From an optimization exercise on the open Yosys and OpenROAD flow, aimed at small area and a short achievable clock period; shortcuts taken in it are not production practice.
In this exercise RTL edits were held to simulation tests only and were not proved equivalent to the original.

Setup of v21:
==> module regfile, before the edit <==
module regfile (
  input             clk,
  input             we,
  input      [4:0]  rs1, rs2, rd,
  input      [31:0] rd_data,
  input             use_imm,
  input      [31:0] imm,
  output     [31:0] rs1v, rs1n_agu, rs2v, rs2v_mem
);
  wire [31:0] q [0:31];
  wire [127:0] s1f, s2f, wf, wnf;
  assign q[0] = 32'b0;
  genvar r, k, j;
  generate
    wire [31:0] hi1n, hi2n;
    wire [15:0] lo1n, lo2n;
    for (k = 0; k < 4; k = k + 1) begin : g_pd
      wire [4:0] rs1n, rs2n;
      wire       use_imm_n;
      c_inv ui (.a(use_imm), .y(use_imm_n));
      for (j = 0; j < 5; j = j + 1) begin : g_inv
        c_inv i1 (.a(rs1[j]), .y(rs1n[j]));
        c_inv i2 (.a(rs2[j]), .y(rs2n[j]));
      end
      for (j = 0; j < 4; j = j + 1) begin : g_lo
        c_nand2 l1 (.a(j[0] ? rs1[0] : rs1n[0]), .b(j[1] ? rs1[1] : rs1n[1]), .y(lo1n[4*k+j]));
        c_nand3 l2 (.a(j[0] ? rs2[0] : rs2n[0]), .b(j[1] ? rs2[1] : rs2n[1]), .c(use_imm_n), .y(lo2n[4*k+j]));
      end
      for (j = 0; j < 8; j = j + 1) begin : g_hi
        c_nand3 h1 (.a(j[0] ? rs1[2] : rs1n[2]), .b(j[1] ? rs1[3] : rs1n[3]), .c(j[2] ? rs1[4] : rs1n[4]), .y(hi1n[8*k+j]));
        c_nand3 h2 (.a(j[0] ? rs2[2] : rs2n[2]), .b(j[1] ? rs2[3] : rs2n[3]), .c(j[2] ? rs2[4] : rs2n[4]), .y(hi2n[8*k+j]));
      end
    end
    wire [4:0] rdn;
    wire [3:0] low_n;
    wire [7:0] hiw_n;
    for (j = 0; j < 5; j = j + 1) begin : g_invw
      c_inv iw (.a(rd[j]), .y(rdn[j]));
    end
    for (j = 0; j < 4; j = j + 1) begin : g_low
      c_nand3 lw (.a(j[0] ? rd[0] : rdn[0]), .b(j[1] ? rd[1] : rdn[1]), .c(we), .y(low_n[j]));
    end
    for (j = 0; j < 8; j = j + 1) begin : g_hiw
      c_nand3 hw (.a(j[0] ? rd[2] : rdn[2]), .b(j[1] ? rd[3] : rdn[3]), .c(j[2] ? rd[4] : rdn[4]), .y(hiw_n[j]));
    end
    for (r = 1; r < 32; r = r + 1) begin : g_dec
      for (j = 0; j < 4; j = j + 1) begin : g_grp
        c_nor2 d1 (.a(hi1n[8*j+r/4]), .b(lo1n[4*j+r%4]), .y(s1f[32*j+r]));
        c_nor2 d2 (.a(hi2n[8*j+r/4]), .b(lo2n[4*j+r%4]), .y(s2f[32*j+r]));
        c_nor2 dw (.a(hiw_n[r/4]), .b(low_n[r%4]), .y(wf[32*j+r]));
        c_inv  dn (.a(wf[32*j+r]), .y(wnf[32*j+r]));
      end
    end
    for (r = 1; r < 32; r = r + 1) begin : g_r
      reg  [31:0] x;
      wire [31:0] d;
      for (k = 0; k < 32; k = k + 1) begin : g_b
        rf_hold h (.q(x[k]), .d(rd_data[k]), .w(wf[32*(k/8)+r]), .wn(wnf[32*(k/8)+r]), .y(d[k]));
      end
      always @(posedge clk) x <= d;
      assign q[r] = x;
    end
    for (k = 0; k < 32; k = k + 1) begin : g_col
      wire [10:0] a1, a2;
      wire [2:0]  o1, o2;
      wire        a2i;
      for (j = 0; j < 10; j = j + 1) begin : g_t
        rf_aoi3 t1 (.a(q[3*j+1][k]), .sa(s1f[32*(k/8)+3*j+1]), .b(q[3*j+2][k]), .sb(s1f[32*(k/8)+3*j+2]),
                    .c(q[3*j+3][k]), .sc(s1f[32*(k/8)+3*j+3]), .y(a1[j]));
        rf_aoi3 t2 (.a(q[3*j+1][k]), .sa(s2f[32*(k/8)+3*j+1]), .b(q[3*j+2][k]), .sb(s2f[32*(k/8)+3*j+2]),
                    .c(q[3*j+3][k]), .sc(s2f[32*(k/8)+3*j+3]), .y(a2[j]));
      end
      c_nand2 n1 (.a(q[31][k]), .b(s1f[32*(k/8)+31]), .y(a1[10]));
      c_nand2 n2 (.a(q[31][k]), .b(s2f[32*(k/8)+31]), .y(a2[10]));
      c_nand2 n3 (.a(imm[k]), .b(use_imm), .y(a2i));
      c_nand4 p10 (.a(a1[0]), .b(a1[1]), .c(a1[2]), .d(a1[3]), .y(o1[0]));
      c_nand4 p11 (.a(a1[4]), .b(a1[5]), .c(a1[6]), .d(a1[7]), .y(o1[1]));
      c_nand3 p12 (.a(a1[8]), .b(a1[9]), .c(a1[10]), .y(o1[2]));
      c_nand4 p20 (.a(a2[0]), .b(a2[1]), .c(a2[2]), .d(a2[3]), .y(o2[0]));
      c_nand4 p21 (.a(a2[4]), .b(a2[5]), .c(a2[6]), .d(a2[7]), .y(o2[1]));
      c_nand4 p22 (.a(a2[8]), .b(a2[9]), .c(a2[10]), .d(a2i), .y(o2[2]));
      c_nor3 f1a (.a(o1[0]), .b(o1[1]), .c(o1[2]), .y(rs1n_agu[k]));
      c_or3  f1b (.a(o1[0]), .b(o1[1]), .c(o1[2]), .y(rs1v[k]));
      c_or3  f2a (.a(o2[0]), .b(o2[1]), .c(o2[2]), .y(rs2v[k]));
      c_or3  f2b (.a(o2[0]), .b(o2[1]), .c(o2[2]), .y(rs2v_mem[k]));
    end
  endgenerate
endmodule
clock: 19.5 ns
lec_check: 0
cap_margin: 20
core_margin: 2
core_utilization: 62
place_density: 0.72
slew_margin: 20
synth_hierarchical: 1
standard.sh (not shown) runs the stock make flow with config.mk's settings and CLKGATE_MAP_FILE= SYNTH_SCRIPT=/design/flow/synth_recipe.tcl, a recipe that flattens the netlist after the stock synthesis.
==> flow/flow/run.sh <==
#!/bin/bash
# Own layout flow: the standard flow (standard.sh) with these changes:
#  - the standard synthesis runs first, on its own and unchanged;
#  - ports are buffered with buf_2 instead of the default delay cell;
#  - clock tree synthesis uses clusters of up to 14 sinks and 60 um, clkbuf_4/8, no dummy loads;
#  - the timing repair steps aim for a setup slack margin, which sizes up the critical path.
# Each step's full output goes to its own log file in this folder; ORFS's logs are under orfs/logs.
set -euo pipefail
cd "$(dirname "$0")/.."
MARGIN=${MARGIN:-9}
bash standard.sh synth > flow_synth.log 2>&1
bash standard.sh \
  "BUFFER_PORTS_ARGS=-buffer_cell sky130_fd_sc_hd__buf_2" \
  "CTS_ARGS=-sink_clustering_enable -repair_clock_nets -dont_use_dummy_load -sink_clustering_size 14 -sink_clustering_max_diameter 60 -buf_list {sky130_fd_sc_hd__clkbuf_4 sky130_fd_sc_hd__clkbuf_8}" \
  "SETUP_SLACK_MARGIN=$MARGIN" \
  "TNS_END_PERCENT=5" \
  finish > flow_finish.log 2>&1
[inputs] v31 vs v21
diff --git a/flow/design.v b/flow/design.v
--- a/flow/design.v
+++ b/flow/design.v
@@ -500,30 +500,28 @@
 );
   wire [31:0] q [0:31];
   wire [127:0] s1f, s2f, wf, wnf;
   assign q[0] = 32'b0;
   genvar r, k, j;
   generate
-    wire [31:0] hi1n, hi2n;
-    wire [15:0] lo1n, lo2n;
-    for (k = 0; k < 4; k = k + 1) begin : g_pd
-      wire [4:0] rs1n, rs2n;
-      wire       use_imm_n;
-      c_inv ui (.a(use_imm), .y(use_imm_n));
-      for (j = 0; j < 5; j = j + 1) begin : g_inv
-        c_inv i1 (.a(rs1[j]), .y(rs1n[j]));
-        c_inv i2 (.a(rs2[j]), .y(rs2n[j]));
-      end
-      for (j = 0; j < 4; j = j + 1) begin : g_lo
-        c_nand2 l1 (.a(j[0] ? rs1[0] : rs1n[0]), .b(j[1] ? rs1[1] : rs1n[1]), .y(lo1n[4*k+j]));
-        c_nand3 l2 (.a(j[0] ? rs2[0] : rs2n[0]), .b(j[1] ? rs2[1] : rs2n[1]), .c(use_imm_n), .y(lo2n[4*k+j]));
-      end
-      for (j = 0; j < 8; j = j + 1) begin : g_hi
-        c_nand3 h1 (.a(j[0] ? rs1[2] : rs1n[2]), .b(j[1] ? rs1[3] : rs1n[3]), .c(j[2] ? rs1[4] : rs1n[4]), .y(hi1n[8*k+j]));
-        c_nand3 h2 (.a(j[0] ? rs2[2] : rs2n[2]), .b(j[1] ? rs2[3] : rs2n[3]), .c(j[2] ? rs2[4] : rs2n[4]), .y(hi2n[8*k+j]));
-      end
+    wire [4:0] rs1n, rs2n;
+    wire [3:0] lo1n, lo2n;
+    wire [7:0] hi1n, hi2n;
+    wire       use_imm_n;
+    c_inv ui (.a(use_imm), .y(use_imm_n));
+    for (j = 0; j < 5; j = j + 1) begin : g_inv
+      c_inv i1 (.a(rs1[j]), .y(rs1n[j]));
+      c_inv i2 (.a(rs2[j]), .y(rs2n[j]));
+    end
+    for (j = 0; j < 4; j = j + 1) begin : g_lo
+      c_nand2 l1 (.a(j[0] ? rs1[0] : rs1n[0]), .b(j[1] ? rs1[1] : rs1n[1]), .y(lo1n[j]));
+      c_nand3 l2 (.a(j[0] ? rs2[0] : rs2n[0]), .b(j[1] ? rs2[1] : rs2n[1]), .c(use_imm_n), .y(lo2n[j]));
+    end
+    for (j = 0; j < 8; j = j + 1) begin : g_hi
+      c_nand3 h1 (.a(j[0] ? rs1[2] : rs1n[2]), .b(j[1] ? rs1[3] : rs1n[3]), .c(j[2] ? rs1[4] : rs1n[4]), .y(hi1n[j]));
+      c_nand3 h2 (.a(j[0] ? rs2[2] : rs2n[2]), .b(j[1] ? rs2[3] : rs2n[3]), .c(j[2] ? rs2[4] : rs2n[4]), .y(hi2n[j]));
     end
     wire [4:0] rdn;
     wire [3:0] low_n;
     wire [7:0] hiw_n;
     for (j = 0; j < 5; j = j + 1) begin : g_invw
       c_inv iw (.a(rd[j]), .y(rdn[j]));
@@ -533,14 +531,14 @@
     end
     for (j = 0; j < 8; j = j + 1) begin : g_hiw
       c_nand3 hw (.a(j[0] ? rd[2] : rdn[2]), .b(j[1] ? rd[3] : rdn[3]), .c(j[2] ? rd[4] : rdn[4]), .y(hiw_n[j]));
     end
     for (r = 1; r < 32; r = r + 1) begin : g_dec
       for (j = 0; j < 4; j = j + 1) begin : g_grp
-        c_nor2 d1 (.a(hi1n[8*j+r/4]), .b(lo1n[4*j+r%4]), .y(s1f[32*j+r]));
-        c_nor2 d2 (.a(hi2n[8*j+r/4]), .b(lo2n[4*j+r%4]), .y(s2f[32*j+r]));
+        c_nor2 d1 (.a(hi1n[r/4]), .b(lo1n[r%4]), .y(s1f[32*j+r]));
+        c_nor2 d2 (.a(hi2n[r/4]), .b(lo2n[r%4]), .y(s2f[32*j+r]));
         c_nor2 dw (.a(hiw_n[r/4]), .b(low_n[r%4]), .y(wf[32*j+r]));
         c_inv  dn (.a(wf[32*j+r]), .y(wnf[32*j+r]));
       end
     end
     for (r = 1; r < 32; r = r + 1) begin : g_r
       reg  [31:0] x;
==> results.txt <==
Changes observed in v31 relative to v21: worst slack at placement shows an increase of 38 ps, width of the die now sits lower, fmax flat, clock buffer and inverter area fraction after layout ~0 delta, portion of the post-synthesis area used by sequential elements rose 0.40 points.
~same worst hold slack across all endpoints in v31 and v21

[port drivers added, routing unchanged]
The flow's constraints put no driver on any port. The routed layouts listed below were extracted and timed again, unchanged, in two steps.
Step 1 (the two cells are an assumption about what drives the block):
set clk [get_ports {clk}]
set_driving_cell -lib_cell sky130_fd_sc_hd__clkbuf_16 $clk
set_driving_cell -lib_cell sky130_fd_sc_hd__buf_2 [delete_from_list [all_inputs] $clk]
Step 2, shift: input delay + t, output delay - t, t = (earliest + latest rising clock arrival at the registers) / 2. This alone moves slack from input paths to output paths.
Three values: ideal ports, drivers, drivers and shift; two values: the first two.
| run | t, ns | setup WS [ns] | worst slew at a driven data input, ns |
|---|---|---|---|
| v21 | 0.783 | 8.053 / 8.029 / 7.724 | 0.14 |
| v31 | 0.790 | 8.075 / 7.960 / 7.671 | 0.11 |
After both steps setup and hold are still met in every run listed. The setup slack of v31, which loses most, moves by -0.115 ns with the drivers and by -0.404 ns with both steps.
